Context: an optimization exercise on an open-source flow, tuned for small area, a short achievable clock period and few clock cycles. The choices shown serve that exercise and are no tape-out recipe.
Where RTL was checked, it was by simulation tests only, not by an equivalence proof against the original.
Function not checked in run 4: the RTL went through the layout flow alone.

## flow/design.v (module list and top-level ports; edited modules follow where they fit)
// module systolic_4x4: 141 lines
// module mac32: 1099 lines
module systolic_4x4 (
    input logic go,
    input logic clk,
    input logic reset,
    output logic done,
    output logic [4:0] t0_addr0,
    input logic [31:0] t0_read_data,
    output logic [4:0] t1_addr0,
    input logic [31:0] t1_read_data,
    output logic [4:0] t2_addr0,
    input logic [31:0] t2_read_data,
    output logic [4:0] t3_addr0,
    input logic [31:0] t3_read_data,
    output logic [4:0] l0_addr0,
    input logic [31:0] l0_read_data,
    output logic [4:0] l1_addr0,
    input logic [31:0] l1_read_data,
    output logic [4:0] l2_addr0,
    input logic [31:0] l2_read_data,
    output logic [4:0] l3_addr0,
    input logic [31:0] l3_read_data,
    output logic [4:0] out_mem_addr0,
    output logic [4:0] out_mem_addr1,
    output logic [31:0] out_mem_write_data,
    output logic out_mem_write_en
);
  // ...
==> flow/flow/run.sh <==
#!/bin/bash
# The standard layout, with timing repair aiming for a setup slack of
# MARGIN ns at the design's clock period (so the repair works on paths the
# 10 ns constraint alone would leave untouched), and the port buffers made
# with buf_2 cells.
set -euo pipefail
MARGIN=6.9
bash standard.sh SETUP_SLACK_MARGIN=$MARGIN \
  "BUFFER_PORTS_ARGS=-buffer_cell sky130_fd_sc_hd__buf_2" finish > standard_finish.log 2>&1
==> flow/standard.sh <==
#!/bin/bash
# synth_recipe.tcl (not shown) runs the flow's synth.tcl, then flattens the netlist and writes it again
# the make line also repeats each setting of config.mk as NAME=value (left out here)
make -C /OpenROAD-flow-scripts/flow DESIGN_CONFIG=/design/flow/config.mk WORK_HOME=/design/flow/orfs CLKGATE_MAP_FILE= SYNTH_SCRIPT=/design/flow/synth_recipe.tcl "${@:-finish}"
==> flow/config.mk <==
export PLATFORM = sky130hd
export DESIGN_NAME = systolic_4x4
export DESIGN_NICKNAME = systolic_4x4
export VERILOG_FILES = /design/flow/design.v
export SDC_FILE = /design/flow/constraint.sdc
export NUM_CORES = 4
export LEC_CHECK = 0
export ABC_AREA = 1
export CAP_MARGIN = 20
export CORE_MARGIN = 2
export CORE_UTILIZATION = 50
export CTS_CLUSTER_DIAMETER = 100
export CTS_CLUSTER_SIZE = 20
export PLACE_DENSITY = 0.6
export SLEW_MARGIN = 20
==> flow/constraint.sdc <==
create_clock -name core_clock -period 10.0 [get_ports {clk}]
set_input_delay 2.0000 -clock core_clock [delete_from_list [all_inputs] [get_ports {clk}]]
set_output_delay 2.0000 -clock core_clock [all_outputs]
set_load 0.01 [all_outputs]
==> impl_metrics.ini, run 1 <==
[finish]
fillCellCount = 14000
final_cell_mix = inv_1, dfxtp_1, xor2_1
layoutNonFillerInstCount = 10700
reg_top3 = g_mac.u_mac.p1 (436), lr (156), lr3 (128)
largest_reg_flops = 436
multi_input_area_mm2 = 0.0449

[sta]
period_share_pct = 32.9
worstMarginPinSlew_ns = 1.21
hold_viol = 0
hold-worst-slack_ns = 0.343

[outcome]
status = finished clean

[grt]
gr-total-overflow = 0
use_met3_pct = 12.6
track_usage_pct = 39.0
grt.met1_usage_pct = 49.2

[synth]
postSynthCellCount = 8528
synthArstFlopShare_pct = 0
yosys.area_share.simple_pct = 7.28
yosys-top-cells-count = inv_1, dfxtp_1, xor2_1, fa_1, nand2_1
synthAdderAreaFrac_pct = 22.2
synth_top_cell_area_share_pct = 32.4

[setup_path]
worstSetupStartpoint = wr_data[16]
path_cells = buf_6
startpoint_type = flop
r2r_cells = 16
cp_slowest_cell = dfxtp_4

[route]
top_layer_used = met5
drtPass1Iterations = 12
drcViolationCount = 0
drt_wl_total_mm = 317

[clocking]
cts_resized = 316
cts_buffer_depth = 3

[floorplanning]
die_w_um = 397

[place]
dpl_cell_area_mm2 = 0.0801
post-place-ws_ns = 5.55
Testbench counts, summed over its fixed seeds: cycles 3,456.
==> run 2: changes to the inputs <==
--- a/flow/flow/run.sh
+++ b/flow/flow/run.sh
@@ -4,6 +4,6 @@
 # 10 ns constraint alone would leave untouched), and the port buffers made
 # with buf_2 cells.
 set -euo pipefail
-MARGIN=6.9
+MARGIN=6.75
 bash standard.sh SETUP_SLACK_MARGIN=$MARGIN \
   "BUFFER_PORTS_ARGS=-buffer_cell sky130_fd_sc_hd__buf_2" finish > standard_finish.log 2>&1
==> run 2 against run 1 <==
Compared with the run above:
- register-to-register slack got worse by 0.10 ns
- critical endpoint unchanged
- highest routed layer unchanged
- synthesized cell count did not move
- hold slack about the same
- via count shrank 1.1%
==> impl_metrics.ini, run 2 <==
[setup_path]
cp.required_ns = 8.00
ff2ff_setup_slack_ns = 6.76
critical_path_arrival_ns = 1.29
r2r_end = g_mac[0].u_mac.p1[78]
r2r_cells = 7
worstSetupPathType = flop to output pin
path_cells = buf_6
cp-endpoint = out_mem_write_data[16]
critPathBufInv = 1
cp-end-kind = output pin
timing.rr.start = t_s3[0][0]
cp.depth = 1
worstSetupStartpoint = wr_data[16]
critPathTopFamily = flip-flops
crit_fanout = 1
startpoint_type = flop
cp_slowest_cell = dfxtp_4
slowest_delay_ns = 0.45

[clocking]
root_buffer = clkbuf_16
cts_inserted_buffers = 77
cts_max_level = 3
clkTransAtPathRegs_ns = 0.09
cts_hold_buf = 0
clock_sinks = 1251
cts_buffer_depth = 3
worst_skew_pair.late_latency_ns = 0.73
cts_tree = done

[floorplanning]
coreArea_mm2 = 0.154
initial_core_util_pct = 50.3
die_w_um = 397
fp.dieArea_mm2 = 0.158
io_pins = 343
fp.dieH_um = 397
std_cell_rows = 144

[synth]
synth-compound-area-share_pct = 16.8
yosysTopAreaCell = dfxtp_1
yosys-top-cells-count = inv_1, dfxtp_1, xor2_1, fa_1, nand2_1
ys_seq_area_share_pct = 32.4
synthArstFlopShare_pct = 0
ys_ff_latch = 1251
synth_flop_cell = dfxtp_1
yosys.area_share.simple_pct = 7.28
synthDistinctLibCells = 52
postSynthCellCount = 8528
synth_top_cell_area_share_pct = 32.4
synthXorXnorAreaFrac_pct = 10.1
syn_avg_cell_area_um2 = 9.06
synthAdderAreaFrac_pct = 22.2
synthTopCellsByArea = dfxtp_1, fa_1, xor2_1
synth-edff-count = 0
yosysWarningCount = 28
synth.area.mux_share_pct = 0.415
synth_top_family_by_area = adder cells
synth.cell_area_mm2 = 0.0772
yosysMostFrequentCell = inv_1

[route]
drt_wl_total_mm = 311
num_vias = 65300
ant_nets = 0
avgRoutedWirePerCell_um = 29.1
drcViolationCount = 0
drtPass1Iterations = 12
drt-initial-drc-count = 9409
viasPerCell = 6.12

[sta]
rsz0062_at_grt = true
maxSlewViolCount = 0
worstMarginPinSlew_ns = 1.16
fin_ws_ns = 6.71
max_freq_mhz = 304
fin_setup_tns_ns = 0
period_share_pct = 32.9
setup_viol = 0
max_slew_margin_pct = 22.5
skew_ns = 0.0358
hold_viol = 0
period_needed_ns = 3.29

[finish]
final_cell_mix = inv_1, dfxtp_1, xor2_1
largest_reg_flops = 436
area_delta_synth_final_pct = 8.88
nets = 9803
reg_top3 = g_mac.u_mac.p1 (436), lr (156), lr3 (128)
final_cell_area_mm2 = 0.0841
layout_commonest_cell = inv_1
top_register = g_mac.u_mac.p1
drive_gt1_share_pct = 10.3

[place]
post-place-ws_ns = 5.55
gp_congestion = 1.04
dpl_cell_area_mm2 = 0.0801
port_buffers = 328
hpwl_mm = 238

[grt]
track_usage_pct = 38.7
gr-total-overflow = 0
grt_max_degree = 65
antenna_found_initial = 30
grt_pass1_vias = 64200
grt_pass1_wl_mm = 446

[hold_path]
hold_class = flop to flop

[outcome]
status = finished clean

[run]
drv_cap = 0
[run 2: logic make-up (layout without fill, tap and decap cells)]
group                      count (synthesis)  after routing
adders and majority gates                950            950
other                                      1             32
DFF                                     1251           1251
AOI/OAI and AO/OA                       1865           1865
muxes                                     32             32
and+or+nand+nor                         1382           1382
xor gates and xnor gates                 895            895
buffers and inverters                   2152           2225
[run 2: routing by layer]
| layer | track usage [%] | vias up | part of all wire, % |
|---|---|---|---|
| li1 | - | 28300 | - |
| met1 | 48.8 | 31300 | 38 |
| met2 | 58.2 | 4519 | 42 |
| met3 | 12.4 | 1241 | 12 |
| met4 | 22.5 | 22 | 7.8 |
| met5 | 0 | - | 0.078 |
[run 2: final cells by class]
class	count	area (um^2)
tap	2044	2560
timing repair inverter	8	40.0
clock buffer	79	1950
inverter	1630	6300
clock inverter	20	314
sequential	1251	25200
timing repair buffer	488	3270
fill	14200	69600
antenna	18	45.0
multi-input combinational	5138	44400
[run 2: stage by stage]
| stage | instances | util, % | hold WS [ns] |
|---|---|---|---|
| after floorplan | 8541 | - | 0.326 |
| after global placement | 10500 | 52.1 | 0.339 |
| after detailed placement | 10500 | 52.1 | 0.338 |
| after CTS | 10600 | 54.1 | 0.347 |
| after global routing | 10700 | 54.7 | 0.349 |
| final | 10700 | 54.7 | 0.343 |
[run 2: how the worst min path moves through the flow]
stage | from | to | depth (start not counted)
after floorplan | lr[1][18] | lr[2][18] | 0
after global placement | lr3[2][25] | lr3[3][25] | 0
after detailed placement | lr3[1][18] | lr3[2][18] | 0
after CTS | lr3[2][20] | lr3[3][20] | 0
after global routing | lr3[2][20] | lr3[3][20] | 0
final | lr3[2][20] | lr3[3][20] | 0
[run 2: repair_timing]
action | 4_1_cts | 5_1_grt
cloned | 8 | 5
setup buffers | 24 | 32
hold endpoints to repair | 0 | 0
resized for setup | 186 | 177
pin swaps | 1 | 10
setup endpoints to repair | 200 | 89
==> run 3: changes to the inputs <==
--- a/flow/flow/run.sh
+++ b/flow/flow/run.sh
@@ -4,6 +4,6 @@
 # 10 ns constraint alone would leave untouched), and the port buffers made
 # with buf_2 cells.
 set -euo pipefail
-MARGIN=6.75
+MARGIN=6.6
 bash standard.sh SETUP_SLACK_MARGIN=$MARGIN \
   "BUFFER_PORTS_ARGS=-buffer_cell sky130_fd_sc_hd__buf_2" finish > standard_finish.log 2>&1
==> run 3 against run 2 <==
Compared with the run above:
- synthesized cell count unchanged
- non-clock buffer count fell by 40
- critical path type is now flop to flop
- highest routed layer unchanged
==> impl_metrics.ini, run 3 <==
[synth]
yosysMostFrequentCell = inv_1
synthArstFlopShare_pct = 0
syn_avg_cell_area_um2 = 9.06
yosysWarningCount = 28
synth-edff-count = 0
yosysTopAreaCell = dfxtp_1
synth_flop_cell = dfxtp_1
synth_top_cell_area_share_pct = 32.4
synthTopCellsByArea = dfxtp_1, fa_1, xor2_1
postSynthCellCount = 8528
synthDistinctLibCells = 52
ys_seq_area_share_pct = 32.4
synth.cell_area_mm2 = 0.0772
ys_ff_latch = 1251
yosys-top-cells-count = inv_1, dfxtp_1, xor2_1, fa_1, nand2_1

[floorplanning]
coreArea_mm2 = 0.154
initial_core_util_pct = 50.3
fp.dieH_um = 397
io_pins = 343
std_cell_rows = 144
fp.dieArea_mm2 = 0.158
die_w_um = 397

[clocking]
cts_buffer_depth = 3
cts_max_level = 3
clock_sinks = 1251
clkTransAtPathRegs_ns = 0.09
root_buffer = clkbuf_16
cts_tree = done
worst_skew_pair.late_latency_ns = 0.74
cts_inserted_buffers = 77

[sta]
period_share_pct = 34.3
fin_setup_tns_ns = 0
skew_ns = 0.0387
worstMarginPinSlew_ns = 1.26
period_needed_ns = 3.43
fin_ws_ns = 6.57
max_slew_margin_pct = 16.3
setup_viol = 0
maxSlewViolCount = 0
rsz0062_at_grt = true
max_freq_mhz = 292
hold_viol = 0

[setup_path]
critical_path_arrival_ns = 4.10
worstSetupPathType = flop to flop
crit_fanout = 28
timing.rr.start = t_s1[0][0]
worstSetupStartpoint = t_s1[0][0]
ff2ff_setup_slack_ns = 6.57
startpoint_type = flop
cp.required_ns = 10.67
r2r_cells = 7
r2r_end = g_mac[0].u_mac.p1[82]
cp-end-kind = flop
cp-endpoint = g_mac[0].u_mac.p1[82]

[place]
port_buffers = 328
hpwl_mm = 238
post-place-cells = 10500
post-place-ws_ns = 5.55
gp_congestion = 1.04

[route]
wl_met3_mm = 37.1
top_layer_used = met5
viasPerCell = 6.16
avgRoutedWirePerCell_um = 29.2
num_vias = 65500
ant_nets = 0
drtPass1Iterations = 11
met2_length_mm = 132
drt_wl_total_mm = 311
wl_met1_mm = 118
drcViolationCount = 0
drt-initial-drc-count = 9857

[grt]
gr-total-overflow = 0
grt_max_degree = 65
track_usage_pct = 38.6
grt_pass1_wl_mm = 445
grt_pass1_vias = 63800
antenna_found_initial = 34

[finish]
largest_reg_flops = 436
reg_top3 = g_mac.u_mac.p1 (436), lr (156), lr3 (128)
top_register = g_mac.u_mac.p1
nets = 9761
final_cell_mix = inv_1, dfxtp_1, xor2_1
layoutNonFillerInstCount = 10600
layout_commonest_cell = inv_1
fillCellCount = 14300
area_delta_synth_final_pct = 7.55
drive_gt1_share_pct = 8.52

[run]
drv_cap = 0

[outcome]
status = finished clean

[hold_path]
hold_class = flop to flop
hold_depth = 0
run 3: per-layer routing:
metal  up-vias  track usage, %
met5         -               0
met4        32            21.4
met3      1274            12.0
met2      4584            58.4
met1     31400            49.2
li1      28200               -
run 3: final cells by class:
cell class,instances,area (um^2),area share (%)
diodes,15,37.5,0.0452
clock buffers,79,1950,2.35
clock inverters,20,314,0.378
inverters,1630,6220,7.49
multi-input cells,5138,44100,53.1
flip-flops and latches,1251,25100,30.2
well taps,2044,2560,3.08
repair buffers,448,2720,3.27
repair inverters,6,30.0,0.0361
run 3: through the flow:
stage	hold WS, ns	utilization [%]	cell area [um^2]
floorplan	0.326	-	77300
finish	0.349	54.1	83100
CTS	0.347	53.7	82600
global placement	0.339	52.1	80100
global route	0.355	54.0	83000
detailed placement	0.338	52.1	80100
run 3: worst min path at each step:
| stage | from | slack, ns | to |
|---|---|---|---|
| after CTS | lr3[2][20] | 0.35 | lr3[3][20] |
| after global routing | lr3[2][24] | 0.35 | lr3[3][24] |
| final | lr[2][28] | 0.35 | lr[3][28] |
| after detailed placement | lr3[1][18] | 0.34 | lr3[2][18] |
| after floorplan | lr[1][18] | 0.33 | lr[2][18] |
| after global placement | lr3[2][25] | 0.34 | lr3[3][25] |
run 3: kinds of logic (layout without fill, tap and decap cells):
logic type      count (synthesis)  count (layout)  synth area share (%)
simple gates                 1382            1382                  7.28
xor+xnor                      895             895                  10.1
compound gates               1865            1865                  16.8
other cells                     1              29               0.00486
buf+inv                      2152            2183                  10.7
mux                            32              32                 0.415
flops                        1251            1251                  32.4
fa+ha+maj                     950             950                  22.2
run 3: worst max-delay path, stage by stage (launching register included):
cell and delay (ns):
dfxtp_1 0.36, inv_2 0.44, o22ai_1 0.17, a221oi_1 0.84, xor2_1 0.23, fa_1 0.45, ha_1 0.33, fa_1 0.53
run 3: what timing repair did:
item	in CTS	in global routing
setup endpoints to repair	104	58
cloned	4	7
pin swaps	0	4
buffers inserted	1	15
hold buffers	0	0
resized for setup	50	89
==> module systolic_4x4, before the edit <==
module systolic_4x4 (
    input logic go,
    input logic clk,
    input logic reset,
    output logic done,
    output logic [4:0] t0_addr0,
    input logic [31:0] t0_read_data,
    output logic [4:0] t1_addr0,
    input logic [31:0] t1_read_data,
    output logic [4:0] t2_addr0,
    input logic [31:0] t2_read_data,
    output logic [4:0] t3_addr0,
    input logic [31:0] t3_read_data,
    output logic [4:0] l0_addr0,
    input logic [31:0] l0_read_data,
    output logic [4:0] l1_addr0,
    input logic [31:0] l1_read_data,
    output logic [4:0] l2_addr0,
    input logic [31:0] l2_read_data,
    output logic [4:0] l3_addr0,
    input logic [31:0] l3_read_data,
    output logic [4:0] out_mem_addr0,
    output logic [4:0] out_mem_addr1,
    output logic [31:0] out_mem_write_data,
    output logic out_mem_write_en
);
  localparam int LAT = 2;
  localparam int D = 2;
  localparam int LAST = 67 + D + LAT;
  logic [6:0] cnt;
  logic [3:0] l_addr;
  logic [3:0] t_addr [4];
  logic [1:0] row;           
  logic [31:0] lr [4+D-1];
  logic [31:0] lr3 [1:4];    
  logic [9:0] t_s1 [4];
  logic [9:0] t_s2 [4];
  logic [9:0] t_s3 [4];
  logic [9:0] t_s4 [4];
  logic [9:0] t_neg [4];
  logic [1:0] t_e [4];
  logic [3:0] first;
  logic [31:0] acc_s [4];    
  logic [31:0] acc_c [4];
  logic [31:0] ns [4];
  logic [31:0] nc [4];
  logic [3:0] fin;           
  logic [1:0] wr_row;
  logic [1:0] wr_col;
  logic [31:0] wr_data;
  logic wr_en;
  logic done_r;
  always_ff @(posedge clk) begin
    if (reset) begin
      cnt <= '0;
      l_addr <= '0;
      row <= '0;
      for (int j = 0; j < 4; j++) t_addr[j] <= 4'(-(j + D - 1));
      first <= '0;
      fin <= '0;
      wr_en <= 1'b0;
      done_r <= 1'b0;
    end else if (go) begin
      if (cnt != LAST) cnt <= cnt + 7'd1;
      l_addr <= l_addr + 4'd1;
      if (l_addr == 4'd15) row <= row + 2'd1;
      for (int j = 0; j < 4; j++) t_addr[j] <= t_addr[j] + 4'd1;
      for (int j = 0; j < 4; j++)
        first[j] <= (t_addr[j] == 4'(LAT - 1)) && (cnt >= 7'(j + D + LAT - 2)) && (cnt <= 7'(j + D + LAT + 46));
      for (int j = 0; j < 4; j++)
        fin[j] <= (t_addr[j] == 4'(LAT - 1)) && (cnt >= 7'(j + D + LAT + 14)) && (cnt <= 7'(j + D + LAT + 62));
      wr_en <= |fin;
      done_r <= (cnt == 7'(LAST - 1));
    end
  end
  function automatic [9:0] booth_sel(input logic [31:0] b, input int k);
    logic [2:0] v;
    logic x3;
    for (int r = 0; r < 10; r++) begin
      v = 3'({1'b0, b[3*r+1], 1'b0}) + 3'(b[3*r]) + 3'((r > 0) ? b[3*r-1] : 1'b0);
      x3 = b[3*r+2];
      booth_sel[r] = x3 ? (3'(4 - k) == v) : (3'(k) == v);
    end
  endfunction
  function automatic [9:0] booth_neg(input logic [31:0] b);
    for (int r = 0; r < 10; r++) booth_neg[r] = b[3*r+2];
  endfunction
  logic [31:0] td [4];
  assign td[0] = t0_read_data;
  assign td[1] = t1_read_data;
  assign td[2] = t2_read_data;
  assign td[3] = t3_read_data;
  logic [31:0] ld;
  assign ld = (row == 2'd0) ? l0_read_data :
              (row == 2'd1) ? l1_read_data :
              (row == 2'd2) ? l2_read_data : l3_read_data;
  always_ff @(posedge clk) begin
    logic [1:0] sel;
    lr[0] <= ld;
    for (int j = 1; j < 5; j++) lr[j] <= lr[j-1];
    lr3[1] <= lr[0] + {lr[0][30:0], 1'b0};
    for (int j = 2; j < 5; j++) lr3[j] <= lr3[j-1];
    for (int j = 0; j < 4; j++) begin
      t_s1[j] <= booth_sel(td[j], 1);
      t_s2[j] <= booth_sel(td[j], 2);
      t_s3[j] <= booth_sel(td[j], 3);
      t_s4[j] <= booth_sel(td[j], 4);
      t_neg[j] <= booth_neg(td[j]);
      t_e[j] <= {td[j][31] ^ (td[j][30] & td[j][29]), td[j][30] ^ td[j][29]};
    end
    for (int j = 0; j < 4; j++) begin
      acc_s[j] <= ns[j];
      acc_c[j] <= nc[j];
    end
    sel = fin[1] ? 2'd1 : fin[2] ? 2'd2 : fin[3] ? 2'd3 : 2'd0;
    wr_data <= acc_s[sel] + acc_c[sel];
    wr_col <= sel;
    wr_row <= 2'((cnt - 7'(sel) - 7'(D + LAT)) >> 4);
  end
  for (genvar j = 0; j < 4; j++) begin : g_mac
    mac32 u_mac (
        .clk(clk),
        .a(lr[j+1]), .a3(lr3[j+1]), .bs1(t_s1[j]), .bs2(t_s2[j]), .bs3(t_s3[j]), .bs4(t_s4[j]),
        .bneg(t_neg[j]), .be(t_e[j]),
        .si(first[j] ? 32'd0 : acc_s[j]), .ci(first[j] ? 32'd0 : acc_c[j]),
        .so(ns[j]), .co(nc[j]));
  end
  assign done = done_r;
  assign out_mem_write_en = wr_en;
  assign out_mem_write_data = wr_data;
  assign out_mem_addr0 = {3'd0, wr_row};
  assign out_mem_addr1 = {3'd0, wr_col};
  assign l0_addr0 = {1'b0, l_addr};
  assign l1_addr0 = {1'b0, l_addr};
  assign l2_addr0 = {1'b0, l_addr};
  assign l3_addr0 = {1'b0, l_addr};
  assign t0_addr0 = {1'b0, t_addr[0]};
  assign t1_addr0 = {1'b0, t_addr[1]};
  assign t2_addr0 = {1'b0, t_addr[2]};
  assign t3_addr0 = {1'b0, t_addr[3]};
endmodule
==> run 4: changes to the inputs <==
==> flow/design.v (replaced) <==
module systolic_4x4 (
    input logic go,
    input logic clk,
    input logic reset,
    output logic done,
    output logic [4:0] t0_addr0,
    input logic [31:0] t0_read_data,
    output logic [4:0] t1_addr0,
    input logic [31:0] t1_read_data,
    output logic [4:0] t2_addr0,
    input logic [31:0] t2_read_data,
    output logic [4:0] t3_addr0,
    input logic [31:0] t3_read_data,
    output logic [4:0] l0_addr0,
    input logic [31:0] l0_read_data,
    output logic [4:0] l1_addr0,
    input logic [31:0] l1_read_data,
    output logic [4:0] l2_addr0,
    input logic [31:0] l2_read_data,
    output logic [4:0] l3_addr0,
    input logic [31:0] l3_read_data,
    output logic [4:0] out_mem_addr0,
    output logic [4:0] out_mem_addr1,
    output logic [31:0] out_mem_write_data,
    output logic out_mem_write_en
);
  localparam int LAST = 69;
  logic [6:0] cnt;
  logic [3:0] l_addr;
  logic [3:0] t_addr [4];
  logic [1:0] row;           
  logic [31:0] lr [4];
  logic [31:0] tr [4];
  logic [3:0] first;
  logic [31:0] acc [4];
  logic [3:0] fin;           
  logic [1:0] wr_row;
  logic [1:0] wr_col;
  logic [31:0] wr_data;
  logic wr_en;
  logic done_r;
  always_ff @(posedge clk) begin
    if (reset) begin
      cnt <= '0;
      l_addr <= '0;
      row <= '0;
      for (int j = 0; j < 4; j++) t_addr[j] <= 4'(-j);
      first <= '0;
      fin <= '0;
      wr_en <= 1'b0;
      done_r <= 1'b0;
    end else if (go) begin
      if (cnt != LAST) cnt <= cnt + 7'd1;
      l_addr <= l_addr + 4'd1;
      if (l_addr == 4'd15) row <= row + 2'd1;
      for (int j = 0; j < 4; j++) t_addr[j] <= t_addr[j] + 4'd1;
      for (int j = 0; j < 4; j++)
        first[j] <= (t_addr[j] == 4'd0) && (cnt >= 7'(j)) && (cnt < 7'(64 + j));
      for (int j = 0; j < 4; j++)
        fin[j] <= (t_addr[j] == 4'd0) && (cnt >= 7'(j + 16)) && (cnt <= 7'(j + 64));
      wr_en <= |fin;
      done_r <= (cnt == 7'(LAST - 1));
    end
  end
  always_ff @(posedge clk) begin
    logic [1:0] sel;
    lr[0] <= (row == 2'd0) ? l0_read_data :
             (row == 2'd1) ? l1_read_data :
             (row == 2'd2) ? l2_read_data : l3_read_data;
    for (int j = 1; j < 4; j++) lr[j] <= lr[j-1];
    tr[0] <= t0_read_data;
    tr[1] <= t1_read_data;
    tr[2] <= t2_read_data;
    tr[3] <= t3_read_data;
    for (int j = 0; j < 4; j++)
      acc[j] <= (first[j] ? 32'd0 : acc[j]) + lr[j] * tr[j];
    sel = fin[1] ? 2'd1 : fin[2] ? 2'd2 : fin[3] ? 2'd3 : 2'd0;
    wr_data <= acc[sel];
    wr_col <= sel;
    wr_row <= 2'((cnt - 7'(sel) - 7'd2) >> 4);
  end
  assign done = done_r;
  assign out_mem_write_en = wr_en;
  assign out_mem_write_data = wr_data;
  assign out_mem_addr0 = {3'd0, wr_row};
  assign out_mem_addr1 = {3'd0, wr_col};
  assign l0_addr0 = {1'b0, l_addr};
  assign l1_addr0 = {1'b0, l_addr};
  assign l2_addr0 = {1'b0, l_addr};
  assign l3_addr0 = {1'b0, l_addr};
  assign t0_addr0 = {1'b0, t_addr[0]};
  assign t1_addr0 = {1'b0, t_addr[1]};
  assign t2_addr0 = {1'b0, t_addr[2]};
  assign t3_addr0 = {1'b0, t_addr[3]};
endmodule
==> flow/run.sh (new file) <==
#!/bin/bash
# synth_recipe.tcl (not shown) runs the flow's synth.tcl, then flattens the netlist and writes it again
# the make line also repeats each setting of config.mk as NAME=value (left out here)
make -C /OpenROAD-flow-scripts/flow DESIGN_CONFIG=/design/flow/config.mk WORK_HOME=/design/flow/orfs CLKGATE_MAP_FILE= SYNTH_SCRIPT=/design/flow/synth_recipe.tcl finish
==> flow/config.mk (replaced) <==
export PLATFORM = sky130hd
export DESIGN_NAME = systolic_4x4
export DESIGN_NICKNAME = systolic_4x4
export VERILOG_FILES = /design/flow/design.v
export SDC_FILE = /design/flow/constraint.sdc
export NUM_CORES = 4
export LEC_CHECK = 0
export CAP_MARGIN = 20
export CORE_MARGIN = 2
export CORE_UTILIZATION = 50
export PLACE_DENSITY = 0.6
export SLEW_MARGIN = 20
removed: flow/flow/run.sh
removed: flow/standard.sh
==> run 4 against run 3 <==
Compared with the run above:
- die area increased by 3.5%
- setup slack got worse by 4.3 ns
- hold slack improved by 0.040 ns
- first-iteration DRC count decreased by 65%
- global-route usage decreased by 8.8 points
- clock-buffer cell count increased by 5
- largest cell class unchanged
- via count decreased by 13%
- highest routed layer unchanged
- sequential share of layout area decreased by 20 points
- sequential cell count decreased by 792
- still clean
==> impl_metrics.ini, run 4 <==
[outcome]
status = finished clean

[synth]
postSynthCellCount = 8643
ys_ff_latch = 459
synth.area.mux_share_pct = 0.476
synthAdderAreaFrac_pct = 51.9
yosysTopAreaCell = fa_1
yosys-top-cells-count = inv_1, fa_1, and2_1, nand2_1, ha_1
synth_flop_cell = dfxtp_1
ys_seq_area_share_pct = 11.5
synthArstFlopShare_pct = 0
yosysWarningCount = 5
synthTopCellsByArea = fa_1, dfxtp_1, and2_1
synthXorXnorAreaFrac_pct = 3.98
synth_top_family_by_area = adder cells
synth_top_cell_area_share_pct = 43.9
synthDistinctLibCells = 72
synth.cell_area_mm2 = 0.0799
yosys.area_share.simple_pct = 16.9
synth-compound-area-share_pct = 3.57
synth-edff-count = 0
syn_avg_cell_area_um2 = 9.25
yosysMostFrequentCell = inv_1

[grt]
grt_pass1_wl_mm = 368
grt_busiest_layer = met2
track_usage_pct = 29.8
grt_use_met2_pct = 49.5
grt.met1_usage_pct = 38.7
grt_pass1_vias = 62800
use_met3_pct = 5.30
grt_max_degree = 67
antenna_found_initial = 22
gr-total-overflow = 0

[sta]
hold_viol = 0
skew_ns = 0.0378
max_slew_margin_pct = 18.3
max_freq_mhz = 129
maxSlewViolCount = 0
worstMarginPinSlew_ns = 1.22
rsz0062_at_grt = false
period_needed_ns = 7.73
period_share_pct = 77.3
fin_setup_tns_ns = 0
fin_ws_ns = 2.27
setup_viol = 0

[floorplanning]
die_w_um = 404
fp.dieArea_mm2 = 0.163
std_cell_rows = 146
coreArea_mm2 = 0.159
fp.dieH_um = 404
initial_core_util_pct = 50.4
io_pins = 343

[setup_path]
crit_fanout = 28
critPathBufInv = 4
worstSetupStartpoint = tr[2][4]
critical_path_arrival_ns = 8.30
cpMostUsedCell = fa_1
r2r_end = acc[2][30]
ff2ff_setup_slack_ns = 2.27
path_cells = and2_1 -> fa_1 -> fa_1 -> fa_1 -> inv_1 -> fa_1 -> inv_1 -> fa_1 -> fa_1 -> fa_1 -> inv_1 -> fa_1 -> inv_1 -> ha_1 -> a21oi_1 -> o21ai_0 -> a21oi_1 -> o21a_1 -> o31ai_1 -> nor4b_1 -> nor2_1 -> o311ai_0
startpoint_type = flop
cp-end-kind = flop
r2r_cells = 22
critPathTopFamily = adder cells
cp.required_ns = 10.56
cp.depth = 22
timing.rr.start = tr[2][4]
cp-endpoint = acc[2][30]
worstSetupPathType = flop to flop
slowest_delay_ns = 1.08
cp_slowest_cell = dfxtp_1

[place]
hpwl_mm = 184
dpl_cell_area_mm2 = 0.0850
port_buffers = 328
gp_congestion = 1.01
post-place-ws_ns = 2.31

[finish]
area_delta_synth_final_pct = 9.23
multi_input_area_mm2 = 0.0615
seq_area_mm2 = 0.00921
final_cell_mix = inv_1, fa_1, and2_1
fillCellCount = 14600
nets = 11300
final_cell_area_mm2 = 0.0873
layout_commonest_cell = inv_1
reg_top3 = acc (128), lr (128), tr (128)
drive_gt1_share_pct = 2.88

[clocking]
cts_resized = 0
cts_hold_buf = 0
postCtsSetupRepairBufs = 0
cts_tree = done
cts_buffer_depth = 3
clock_sinks = 459
cts_inserted_buffers = 66
clkTransAtPathRegs_ns = 0.06
cts_max_level = 3
root_buffer = clkbuf_16
worst_skew_pair.late_latency_ns = 0.70

[route]
avgRoutedWirePerCell_um = 21.5
drt-initial-drc-count = 3414
drcViolationCount = 0
drt_wl_total_mm = 234
viasPerCell = 5.23
num_vias = 56900
ant_nets = 0
drtPass1Iterations = 6

[run]
drv_cap = 0

[hold_path]
hold_class = flop to flop
## run 4: area by class of cell
| cell class | instances | share of cell area (%) |
|---|---|---|
| antenna | 7 | 0.0201 |
| tap | 2072 | 2.97 |
| sequential | 459 | 10.5 |
| timing repair buffer | 433 | 4.68 |
| multi-input combinational | 5751 | 70.5 |
| clock inverter | 35 | 0.516 |
| inverter | 2021 | 8.69 |
| clock buffer | 84 | 2.12 |
## run 4: cells by family (layout without fill, tap and decap cells)
group | Yosys count | count (layout)
flops | 459 | 459
mux | 38 | 38
buf+inv | 2446 | 2573
xor+xnor | 363 | 363
compound gates | 465 | 465
other cells | 1 | 21
fa+ha+maj | 2266 | 2266
simple gates | 2605 | 2605
## run 4: worst register-to-register path: stages, from the launching register on
cell,delay (ns)
dfxtp_1,1.08
and2_1,0.27
fa_1,0.44
fa_1,0.46
fa_1,0.51
inv_1,0.07
fa_1,0.54
inv_1,0.05
fa_1,0.48
fa_1,0.51
fa_1,0.50
inv_1,0.05
fa_1,0.48
inv_1,0.05
ha_1,0.35
a21oi_1,0.16
o21ai_0,0.08
a21oi_1,0.17
o21a_1,0.13
o31ai_1,0.07
nor4b_1,0.61
nor2_1,0.14
o311ai_0,0.40
## run 4: worst min path at each step
| stage | start | endpoint | slack, ns | depth (start not counted) |
|---|---|---|---|---|
| after floorplan | lr[0][22] | lr[1][22] | 0.33 | 0 |
| after global placement | lr[0][31] | lr[1][31] | 0.38 | 0 |
| after detailed placement | lr[0][31] | lr[1][31] | 0.39 | 0 |
| after CTS | lr[0][31] | lr[1][31] | 0.39 | 0 |
| after global routing | lr[0][31] | lr[1][31] | 0.39 | 0 |
| final | lr[0][31] | lr[1][31] | 0.39 | 0 |
## run 4: layer usage
layer | wire (um) | part of all wire [%] | up-vias
met3 | 16100 | 6.9 | 439
met2 | 111000 | 48 | 1888
met1 | 95300 | 41 | 29400
li1 | - | - | 25200
met5 | 13 | 0.0056 | -
met4 | 10900 | 4.7 | 2
## run 4: per-stage QoR
| stage | std cells | utilization (%) | hold WS, ns |
|---|---|---|---|
| final | 10900 | 55.1 | 0.389 |
| after global placement | 10700 | 53.6 | 0.376 |
| after CTS | 10900 | 55.0 | 0.393 |
| after global routing | 10900 | 55.1 | 0.394 |
| after floorplan | 8656 | - | 0.329 |
| after detailed placement | 10700 | 53.6 | 0.385 |

[static timing again, ports no longer ideal]
In the flow no input, the clock included, has a driving cell. The finished layouts below were timed again as built, in two steps.
Step 1 sets driving cells, clkbuf_16 on the clock port and buf_2 on the other inputs (assumed; they add their load-dependent delay and slew).
Step 2 adds t to the input delays and takes it off the output delays; t is the mean of the earliest and latest rising clock arrival at the registers after step 1. Input paths then give back, and output paths get back, about the clock's delay inside the block.
a / b / c = ideal ports / drivers / drivers and shift; a / b = the first two.
run	t, ns	setup slack, ns	cell pins on the clock port's net
run 1	0.811	6.710 / 6.617 / 6.365	1
run 2	0.809	6.706 / 6.612 / 6.197	1
run 3	0.811	6.571 / 6.534 / 6.154	1
run 4	0.774	2.265 / 2.265 / 2.265	1
After both steps setup and hold are still met in every run listed. For run 2, which loses most, drivers alone change the setup slack by -0.094 ns; drivers and shift together by -0.509 ns.
